What follows belongs to an exercise in optimizing a design on an open flow for small area, a short achievable clock period and few clock cycles; a production flow would make more cautious choices.
Where RTL was checked, it was by simulation tests only, not by an equivalence proof against the original.

==> job 2118 <==
==> flow/design.v (excerpt) <==
module produto_escalar (
    input  logic         clk_i,
    input  logic         rst_i,
    input  logic         iniciar,
    input  logic [31:0]  a0, a1, a2, a3, a4, a5, a6, a7,
    input  logic [31:0]  b0, b1, b2, b3, b4, b5, b6, b7,
    output logic [63:0]  resultado,
    output logic         concluido
);
clock: 11.5 ns
lec_check: 0
cap_margin: 20
core_margin: 2
core_utilization: 40
slew_margin: 20
synth_hierarchical: 1
synth_minimum_keep_size: 0
buffer_ports_args: -buffer_cell sky130_fd_sc_hd__buf_1
standard.sh (not shown) runs the stock make flow with config.mk's settings and CLKGATE_MAP_FILE= SYNTH_SCRIPT=/design/flow/synth_recipe.tcl, a recipe that flattens the netlist after the stock synthesis.
==> flow/flow/run.sh <==
#!/bin/bash
set -e
echo 'export BUFFER_PORTS_ARGS = -buffer_cell sky130_fd_sc_hd__buf_1' >> config.mk
bash standard.sh SETUP_SLACK_MARGIN=7.8 finish > standard.log 2>&1
==> job 8695 (differences from job 2118) <==
==> flow/flow/run.sh (replaced) <==
#!/bin/bash
set -e
echo 'export BUFFER_PORTS_ARGS = -buffer_cell sky130_fd_sc_hd__buf_1' >> config.mk
bash standard.sh SETUP_SLACK_MARGIN=8.1 finish > standard.log 2>&1
==> results.txt <==
status=timing/DRC/antenna clean; TritonCTS Buffers=41; max incr delay on CP=0.56 ns; worst slew pin tran=0.934 ns; most frequent cells in the layout=nand2_1, buf_1, xor2_1; WP data required=12.00 ns; final instance area=about 0.05 mm^2; CP startpoint=fase[2]$_SDFF_PP0_; met3 WL=28100 um; routed len/inst=32.0 um
[end of results for job 8695]
==> results.txt <==
multi-input gate count=3604; TritonCTS Buffers=between 40 and 50; WP data required=11.97 ns; status=timing/DRC/antenna clean; bufs w/o clock=around 740; CP startpoint=neg_r[13]$_DFF_P_; clock sinks=around 340; Hold Crit Class=reg2reg; met3 WL=22900 um; most frequent cells in the layout=nand2_1, buf_1, o21ai_0; max incr delay on CP=0.60 ns; minimum clock period after layout=3.72 ns
[end of results for job 2118]
No run of this note included a check of the RTL's function; only the layout flow was run.

==> yarrow <==
Another version of the RTL of produto_escalar (not shown whole).
Design produto_escalar, start of the top module:
module produto_escalar (
    input  logic         clk_i,
    input  logic         rst_i,
    input  logic         iniciar,
    input  logic [31:0]  a0, a1, a2, a3, a4, a5, a6, a7,
    input  logic [31:0]  b0, b1, b2, b3, b4, b5, b6, b7,
    output logic [63:0]  resultado,
    output logic         concluido
);
==> flow/config.mk <==
export PLATFORM = sky130hd
export DESIGN_NAME = produto_escalar
export DESIGN_NICKNAME = produto_escalar
export VERILOG_FILES = /design/flow/design.v
export SDC_FILE = /design/flow/constraint.sdc
export NUM_CORES = 4
export LEC_CHECK = 0
export CAP_MARGIN = 20
export CORE_MARGIN = 2
export CORE_UTILIZATION = 40
export SLEW_MARGIN = 20
export SYNTH_HIERARCHICAL = 1
export SYNTH_MINIMUM_KEEP_SIZE = 0
export BUFFER_PORTS_ARGS = -buffer_cell sky130_fd_sc_hd__buf_1
==> flow/constraint.sdc <==
create_clock -name core_clock -period 11.5 [get_ports {clk_i}]
set_input_delay 2.3000 -clock core_clock [delete_from_list [all_inputs] [get_ports {clk_i}]]
set_output_delay 2.3000 -clock core_clock [all_outputs]
set_load 0.01 [all_outputs]
==> flow/flow/run.sh <==
#!/bin/bash
set -e
echo 'export BUFFER_PORTS_ARGS = -buffer_cell sky130_fd_sc_hd__buf_1' >> config.mk
bash standard.sh SETUP_SLACK_MARGIN=7.5 finish > standard.log 2>&1
==> inputs of delta, as changes to yarrow <==
--- a/flow/design.v
+++ b/flow/design.v
@@ -10,83 +10,84 @@
   logic        iniciar_prev;
   logic [9:1]  fase;           
   logic [31:0] a_r;
   logic [15:0] one_r, dif_r, neg_r;
   logic [63:0] prod0, prod1, prod2;
   wire ocupado = |fase;
   wire inicio  = iniciar & ~iniciar_prev & ~ocupado;
+  wire en      = inicio | (|fase[7:1]);
   always_ff @(posedge clk_i) begin
     if (rst_i) begin
       iniciar_prev <= 1'b0;
       fase         <= 9'd0;
       concluido    <= 1'b0;
     end else begin
       iniciar_prev <= iniciar;
       fase         <= {fase[8:1], inicio};
       if (inicio)       concluido <= 1'b0;
       else if (fase[9]) concluido <= 1'b1;
     end
   end
-  wire [31:0] a_sel = ({32{inicio}}   & a0) | ({32{fase[1]}} & a1) |
+  wire [31:0] a_sel = ({32{~ocupado}} & a0) | ({32{fase[1]}} & a1) |
                       ({32{fase[2]}} & a2) | ({32{fase[3]}} & a3) |
                       ({32{fase[4]}} & a4) | ({32{fase[5]}} & a5) |
                       ({32{fase[6]}} & a6) | ({32{fase[7]}} & a7);
   wire [31:0] b_sel = ({32{~ocupado}} & b0) | ({32{fase[1]}} & b1) |
                       ({32{fase[2]}} & b2) | ({32{fase[3]}} & b3) |
                       ({32{fase[4]}} & b4) | ({32{fase[5]}} & b5) |
                       ({32{fase[6]}} & b6) | ({32{fase[7]}} & b7);
   wire [15:0] one_d, dif_d, neg_d;
-  assign one_d[0] = b_sel[0] ^ 1'b0;
-  assign dif_d[0] = b_sel[1] ^ b_sel[0];
-  assign neg_d[0] = b_sel[1];
-  assign one_d[1] = b_sel[2] ^ b_sel[1];
-  assign dif_d[1] = b_sel[3] ^ b_sel[2];
-  assign neg_d[1] = b_sel[3];
-  assign one_d[2] = b_sel[4] ^ b_sel[3];
-  assign dif_d[2] = b_sel[5] ^ b_sel[4];
-  assign neg_d[2] = b_sel[5];
-  assign one_d[3] = b_sel[6] ^ b_sel[5];
-  assign dif_d[3] = b_sel[7] ^ b_sel[6];
-  assign neg_d[3] = b_sel[7];
-  assign one_d[4] = b_sel[8] ^ b_sel[7];
-  assign dif_d[4] = b_sel[9] ^ b_sel[8];
-  assign neg_d[4] = b_sel[9];
-  assign one_d[5] = b_sel[10] ^ b_sel[9];
-  assign dif_d[5] = b_sel[11] ^ b_sel[10];
-  assign neg_d[5] = b_sel[11];
-  assign one_d[6] = b_sel[12] ^ b_sel[11];
-  assign dif_d[6] = b_sel[13] ^ b_sel[12];
-  assign neg_d[6] = b_sel[13];
-  assign one_d[7] = b_sel[14] ^ b_sel[13];
-  assign dif_d[7] = b_sel[15] ^ b_sel[14];
-  assign neg_d[7] = b_sel[15];
-  assign one_d[8] = b_sel[16] ^ b_sel[15];
-  assign dif_d[8] = b_sel[17] ^ b_sel[16];
-  assign neg_d[8] = b_sel[17];
-  assign one_d[9] = b_sel[18] ^ b_sel[17];
-  assign dif_d[9] = b_sel[19] ^ b_sel[18];
-  assign neg_d[9] = b_sel[19];
-  assign one_d[10] = b_sel[20] ^ b_sel[19];
-  assign dif_d[10] = b_sel[21] ^ b_sel[20];
-  assign neg_d[10] = b_sel[21];
-  assign one_d[11] = b_sel[22] ^ b_sel[21];
-  assign dif_d[11] = b_sel[23] ^ b_sel[22];
-  assign neg_d[11] = b_sel[23];
-  assign one_d[12] = b_sel[24] ^ b_sel[23];
-  assign dif_d[12] = b_sel[25] ^ b_sel[24];
-  assign neg_d[12] = b_sel[25];
-  assign one_d[13] = b_sel[26] ^ b_sel[25];
-  assign dif_d[13] = b_sel[27] ^ b_sel[26];
-  assign neg_d[13] = b_sel[27];
-  assign one_d[14] = b_sel[28] ^ b_sel[27];
-  assign dif_d[14] = b_sel[29] ^ b_sel[28];
-  assign neg_d[14] = b_sel[29];
-  assign one_d[15] = b_sel[30] ^ b_sel[29];
-  assign dif_d[15] = b_sel[31] ^ b_sel[30];
-  assign neg_d[15] = b_sel[31];
+  assign one_d[0] = en & (b_sel[0] ^ 1'b0);
+  assign dif_d[0] = en & (b_sel[1] ^ b_sel[0]);
+  assign neg_d[0] = en & b_sel[1];
+  assign one_d[1] = en & (b_sel[2] ^ b_sel[1]);
+  assign dif_d[1] = en & (b_sel[3] ^ b_sel[2]);
+  assign neg_d[1] = en & b_sel[3];
+  assign one_d[2] = en & (b_sel[4] ^ b_sel[3]);
+  assign dif_d[2] = en & (b_sel[5] ^ b_sel[4]);
+  assign neg_d[2] = en & b_sel[5];
+  assign one_d[3] = en & (b_sel[6] ^ b_sel[5]);
+  assign dif_d[3] = en & (b_sel[7] ^ b_sel[6]);
+  assign neg_d[3] = en & b_sel[7];
+  assign one_d[4] = en & (b_sel[8] ^ b_sel[7]);
+  assign dif_d[4] = en & (b_sel[9] ^ b_sel[8]);
+  assign neg_d[4] = en & b_sel[9];
+  assign one_d[5] = en & (b_sel[10] ^ b_sel[9]);
+  assign dif_d[5] = en & (b_sel[11] ^ b_sel[10]);
+  assign neg_d[5] = en & b_sel[11];
+  assign one_d[6] = en & (b_sel[12] ^ b_sel[11]);
+  assign dif_d[6] = en & (b_sel[13] ^ b_sel[12]);
+  assign neg_d[6] = en & b_sel[13];
+  assign one_d[7] = en & (b_sel[14] ^ b_sel[13]);
+  assign dif_d[7] = en & (b_sel[15] ^ b_sel[14]);
+  assign neg_d[7] = en & b_sel[15];
+  assign one_d[8] = en & (b_sel[16] ^ b_sel[15]);
+  assign dif_d[8] = en & (b_sel[17] ^ b_sel[16]);
+  assign neg_d[8] = en & b_sel[17];
+  assign one_d[9] = en & (b_sel[18] ^ b_sel[17]);
+  assign dif_d[9] = en & (b_sel[19] ^ b_sel[18]);
+  assign neg_d[9] = en & b_sel[19];
+  assign one_d[10] = en & (b_sel[20] ^ b_sel[19]);
+  assign dif_d[10] = en & (b_sel[21] ^ b_sel[20]);
+  assign neg_d[10] = en & b_sel[21];
+  assign one_d[11] = en & (b_sel[22] ^ b_sel[21]);
+  assign dif_d[11] = en & (b_sel[23] ^ b_sel[22]);
+  assign neg_d[11] = en & b_sel[23];
+  assign one_d[12] = en & (b_sel[24] ^ b_sel[23]);
+  assign dif_d[12] = en & (b_sel[25] ^ b_sel[24]);
+  assign neg_d[12] = en & b_sel[25];
+  assign one_d[13] = en & (b_sel[26] ^ b_sel[25]);
+  assign dif_d[13] = en & (b_sel[27] ^ b_sel[26]);
+  assign neg_d[13] = en & b_sel[27];
+  assign one_d[14] = en & (b_sel[28] ^ b_sel[27]);
+  assign dif_d[14] = en & (b_sel[29] ^ b_sel[28]);
+  assign neg_d[14] = en & b_sel[29];
+  assign one_d[15] = en & (b_sel[30] ^ b_sel[29]);
+  assign dif_d[15] = en & (b_sel[31] ^ b_sel[30]);
+  assign neg_d[15] = en & b_sel[31];
   always_ff @(posedge clk_i) begin
     a_r   <= a_sel;
     one_r <= one_d;
     dif_r <= dif_d;
     neg_r <= neg_d;
   end
   wire [32:0] a_ext = {a_r[31], a_r};
==> comparison <==
- Between delta and yarrow, the lower global-route usage is in delta (gap 0.083 points).
- In delta the sequential share of layout area is lower than in yarrow, by 0.37 points.
- Against delta, the count of clock-buffer cells in the layout of yarrow is higher by 8.
- Core utilization: yarrow is higher than delta (0.11 points).
- Synthesized cell count: delta is higher than yarrow (about 5%).
- Between yarrow and delta, the lower area after synthesis is in yarrow (gap 2.0%, measured against delta).
- In delta the first-iteration DRC count is larger than in yarrow, by 15%.
- Register-to-register slack: yarrow is higher than delta (40 ps).
Testbench counts of yarrow, summed over its fixed seeds: cycles 26,400.
Function not checked in delta: the RTL went through the layout flow alone.

what the ideal ports hide:
In the flow no input, the clock included, has a driving cell. The finished layouts below were timed again as built, in two steps. Step 1: set_driving_cell puts a clkbuf_16 on clk_i and a buf_2 on each other input, an assumption about the parent block. Step 2 also shifts input and output timing later by t, the mid clock arrival at the registers, as if the neighbouring blocks saw the same clock. a / b / c = ideal / step 1 / step 2; a / b = the first two.
run	t, ns	setup slack, ns	latest minus earliest clock arrival (ns)	worst data-port slew with drivers (ns)
job 2118	0.663	7.778 / 7.746 / 7.172	0.039 / 0.039	0.37
job 8695	0.659	7.735 / 7.735 / 7.460	0.043 / 0.042	0.38
yarrow	0.684	7.582 / 7.582 / 6.970	0.044 / 0.044	0.27
delta	0.666	7.433 / 7.482 / 6.816	0.047 / 0.048	0.30
After both steps every run listed still meets setup and hold. For delta, which loses most, drivers alone change the setup slack by +0.049 ns; drivers and shift together by -0.617 ns.
